What follows belongs to an exercise in optimizing a design on an open flow for small area, a short achievable clock period and few clock cycles per item; a production flow would make more cautious choices. In this exercise RTL edits were held to simulation tests only and were not proved equivalent to the original. Power is estimated from default activity; no workload was simulated.

## v18
## APB_Slave
module APB_Slave#( parameter DWIDTH = 32, AWIDTH = 5)
(   input                                      PCLK,             
    input                                   PRESETn,             
    input                                     PSELx,             
    input                                   PENABLE,             
    input                        [AWIDTH-1:0] PADDR,             
    input                                    PWRITE,             
    input                       [DWIDTH-1:0] PWDATA,             
    output reg                  [DWIDTH-1:0] PRDATA,             
    output                                   PREADY,             
    output                                   PSLVERR             
);
For scale: about 2100 cells after synthesis, about 1100 flip-flops, ~38000 µm² of cells after synthesis.
Settings: LEC_CHECK=0, CAP_MARGIN=20, CORE_MARGIN=2, CORE_UTILIZATION=65, CTS_CLUSTER_DIAMETER=100, CTS_CLUSTER_SIZE=24, SETUP_SLACK_MARGIN=3.3, SLEW_MARGIN=20, SYNTH_HIERARCHICAL=1, TNS_END_PERCENT=20; clock period 5.5 ns.
run.sh (not shown) runs the stock make flow with config.mk's settings and CLKGATE_MAP_FILE= SYNTH_SCRIPT=/design/flow/synth_recipe.tcl, a recipe that flattens the netlist after the stock synthesis.
Testbench counts of v18, summed over its fixed seeds: cycles 8,184, transfers 4,096.
Input changes introduced in v5 (baseline for comparison: v18):
# v18
export LEC_CHECK = 0
export CAP_MARGIN = 20
export CORE_MARGIN = 2
export CORE_UTILIZATION = 65
export CTS_CLUSTER_DIAMETER = 100
export CTS_CLUSTER_SIZE = 24
export SETUP_SLACK_MARGIN = 3.3
export SLEW_MARGIN = 20
export SYNTH_HIERARCHICAL = 1
export TNS_END_PERCENT = 20
create_clock -name core_clock -period 5.5 [get_ports {PCLK}]
# v5
export LEC_CHECK = 0
export CAP_MARGIN = 20
export CORE_MARGIN = 2
export CORE_UTILIZATION = 60
export CTS_CLUSTER_DIAMETER = 100
export CTS_CLUSTER_SIZE = 24
export SETUP_SLACK_MARGIN = 3.4
export SLEW_MARGIN = 20
export SYNTH_HIERARCHICAL = 1
create_clock -name core_clock -period 5.5 [get_ports {PCLK}]
### Flow results
- Comparing v18 with v5, the internal reg-to-reg setup slack came out essentially unchanged.
- v18 -> v5: via count decreased slightly
- v5 vs v18: total number of cells along the worst setup path up in v5
- Ratio of final minimum period to clock period was lower in v5 than in v18.
- Comparing v5 and v18, the lower core utilization was measured on v5.
- v5 vs v18 on growth of design area from synthesis to finish: v5 is the higher one.
- Comparing v5 and v18, the lower die area is on v18.
- Delta (v5 minus v18): clock tree cell share of total cell area comparable; post-route worst setup slack now larger.
> inputs changed (v5 -> v26)
# v5
export LEC_CHECK = 0
export CAP_MARGIN = 20
export CORE_MARGIN = 2
export CORE_UTILIZATION = 60
export CTS_CLUSTER_DIAMETER = 100
export CTS_CLUSTER_SIZE = 24
export SETUP_SLACK_MARGIN = 3.4
export SLEW_MARGIN = 20
export SYNTH_HIERARCHICAL = 1
create_clock -name core_clock -period 5.5 [get_ports {PCLK}]
# v26
export LEC_CHECK = 0
export CAP_MARGIN = 20
export CORE_MARGIN = 2
export CORE_UTILIZATION = 65
export CTS_BUF_LIST = sky130_fd_sc_hd__clkbuf_8 sky130_fd_sc_hd__clkbuf_16
export CTS_CLUSTER_DIAMETER = 80
export CTS_CLUSTER_SIZE = 20
export SETUP_SLACK_MARGIN = 3.3
export SLEW_MARGIN = 20
export SYNTH_HIERARCHICAL = 1
create_clock -name core_clock -period 5.5 [get_ports {PCLK}]
--- outcome ---
Between v5 and v26, the cell count went down. Post-route fraction of the period consumed by the critical path: v26 and v5 compared, higher one is v26. Sequential share of layout area ends up higher on v26. v26 vs v5 on met1 layer wirelength in the final routing: v26 is the lower one. [compare] base=v5 new=v26: count of buffers not belonging to the clock network in the layout lower; buffering overhead went down by 1.8 points; post-synthesis to final-layout area growth shrank by 2.6 points; total combinational power decreased 8.7%. | fraction of met3 tracks used by global routing | v26 vs v5 | 0.40 points higher |. Reported for v26 and v5, synthesized area turned out identical to the last digit. The cell area of v26 was superior to that of v5.
[inputs] v43 vs v26
# v26
export LEC_CHECK = 0
export CAP_MARGIN = 20
export CORE_MARGIN = 2
export CORE_UTILIZATION = 65
export CTS_BUF_LIST = sky130_fd_sc_hd__clkbuf_8 sky130_fd_sc_hd__clkbuf_16
export CTS_CLUSTER_DIAMETER = 80
export CTS_CLUSTER_SIZE = 20
export SETUP_SLACK_MARGIN = 3.3
export SLEW_MARGIN = 20
export SYNTH_HIERARCHICAL = 1
create_clock -name core_clock -period 5.5 [get_ports {PCLK}]
# v43
export LEC_CHECK = 0
export CAP_MARGIN = 20
export CORE_MARGIN = 2
export CORE_UTILIZATION = 65
export CTS_CLUSTER_DIAMETER = 80
export CTS_CLUSTER_SIZE = 28
export SETUP_SLACK_MARGIN = 3.3
export SLEW_MARGIN = 20
export SYNTH_HIERARCHICAL = 1
create_clock -name core_clock -period 5.5 [get_ports {PCLK}]
Findings:
Going from v26 to v43, cell area after technology mapping closely matched the old numbers, delay of the slowest critical-path stage decreased by 0.11 ns relative to the old numbers. Status: portion of the clock cycle consumed by the worst path in the final layout parity (v43, v26). v26 → v43: routed via count divided by cell count increased about 0.9%; design area decreased about 0.4%. Cell count, v43 vs v26: down slightly. v43 vs v26: ratio of total power to cell area down by a few percent. The transition time of the tightest slew-check pin in v43 sits 0.0061 ns below the value recorded for v26. Worst hold slack essentially unchanged between v26 and v43. v26 → v43: via count of the first global-routing pass decreased by 171 relative to the old numbers; combinational share of power increased by 0.2 points relative to the old numbers.
The following lists how v9 was set up differently from v43:
# v43
export LEC_CHECK = 0
export CAP_MARGIN = 20
export CORE_MARGIN = 2
export CORE_UTILIZATION = 65
export CTS_CLUSTER_DIAMETER = 80
export CTS_CLUSTER_SIZE = 28
export SETUP_SLACK_MARGIN = 3.3
export SLEW_MARGIN = 20
export SYNTH_HIERARCHICAL = 1
create_clock -name core_clock -period 5.5 [get_ports {PCLK}]
# v9
export LEC_CHECK = 0
export CAP_MARGIN = 20
export CORE_MARGIN = 2
export CORE_UTILIZATION = 65
export CTS_CLUSTER_DIAMETER = 100
export CTS_CLUSTER_SIZE = 24
export SETUP_SLACK_MARGIN = 3.35
export SLEW_MARGIN = 20
export SYNTH_HIERARCHICAL = 1
create_clock -name core_clock -period 5.5 [get_ports {PCLK}]
Findings:
v9 completed end to end with timing, DRC and antenna clean. Delta (v9 minus v43): number of placed I/O pins barely changed, area added between synthesis and finish now sits higher, number of violations reported at the end of detailed-routing iteration 0 lower.
What v57 does differently from v9 at the input level:
# v9
export LEC_CHECK = 0
export CAP_MARGIN = 20
export CORE_MARGIN = 2
export CORE_UTILIZATION = 65
export CTS_CLUSTER_DIAMETER = 100
export CTS_CLUSTER_SIZE = 24
export SETUP_SLACK_MARGIN = 3.35
export SLEW_MARGIN = 20
export SYNTH_HIERARCHICAL = 1
create_clock -name core_clock -period 5.5 [get_ports {PCLK}]
# v57
export LEC_CHECK = 0
export CAP_MARGIN = 20
export CORE_ASPECT_RATIO = 1.33
export CORE_MARGIN = 2
export CORE_UTILIZATION = 65
export CTS_CLUSTER_DIAMETER = 100
export CTS_CLUSTER_SIZE = 24
export SETUP_SLACK_MARGIN = 3.3
export SLEW_MARGIN = 20
export SYNTH_HIERARCHICAL = 1
create_clock -name core_clock -period 5.5 [get_ports {PCLK}]
Diff v9 -> v57: overall power consumption held, met2 layer wire length in the routed design increased 4.0%, multi-input combinational cell count comparable, summed area of non-filler cells in the final layout has increased.
Between v57 and v9, the required time reported for the critical path endpoint does not differ in any meaningful way.
v9 → v57: global-route usage over all layers higher; non-clock buffer count higher; met1 layer wirelength in the final routing lower; power attributed to the clock group roughly the same.
Comparing v9 and v57, the lower worst hold slack was measured on v9.

-- separate check: timing with driven ports --
The results above use ideal ports. As a check the final layouts listed here were re-extracted and re-timed, cells and wires unchanged.
Step 1: set_driving_cell puts a clkbuf_16 on PCLK and a buf_2 on each other input, an assumption about the parent block.
Step 2 moves the port delays by t, midway between the first and last clock arrival at a register: inputs arrive t later, outputs are due t later. That takes back most of the time a late clock gives input paths.
a / b / c = ideal / step 1 / step 2; a / b = the first two.
run | t, ns | setup WS [ns] | latest minus earliest clock arrival (ns) | slew at the worst register clock pin (ns)
v18 | 0.689 | 3.208 / 3.143 / 2.575 | 0.024 / 0.024 | 0.10 / 0.10
v5 | 0.680 | 3.321 / 3.260 / 2.609 | 0.022 / 0.022 | 0.10 / 0.10
v26 | 0.702 | 3.283 / 3.246 / 2.607 | 0.019 / 0.020 | 0.09 / 0.09
v43 | 0.676 | 3.284 / 3.263 / 2.623 | 0.031 / 0.031 | 0.11 / 0.11
v9 | 0.679 | 3.283 / 3.269 / 2.615 | 0.017 / 0.017 | 0.10 / 0.10
v57 | 0.683 | 3.268 / 3.262 / 2.620 | 0.022 / 0.022 | 0.10 / 0.10
After both steps setup and hold are still met in every run listed. The setup slack of v5, which loses most, moves by -0.061 ns with the drivers and by -0.712 ns with both steps.
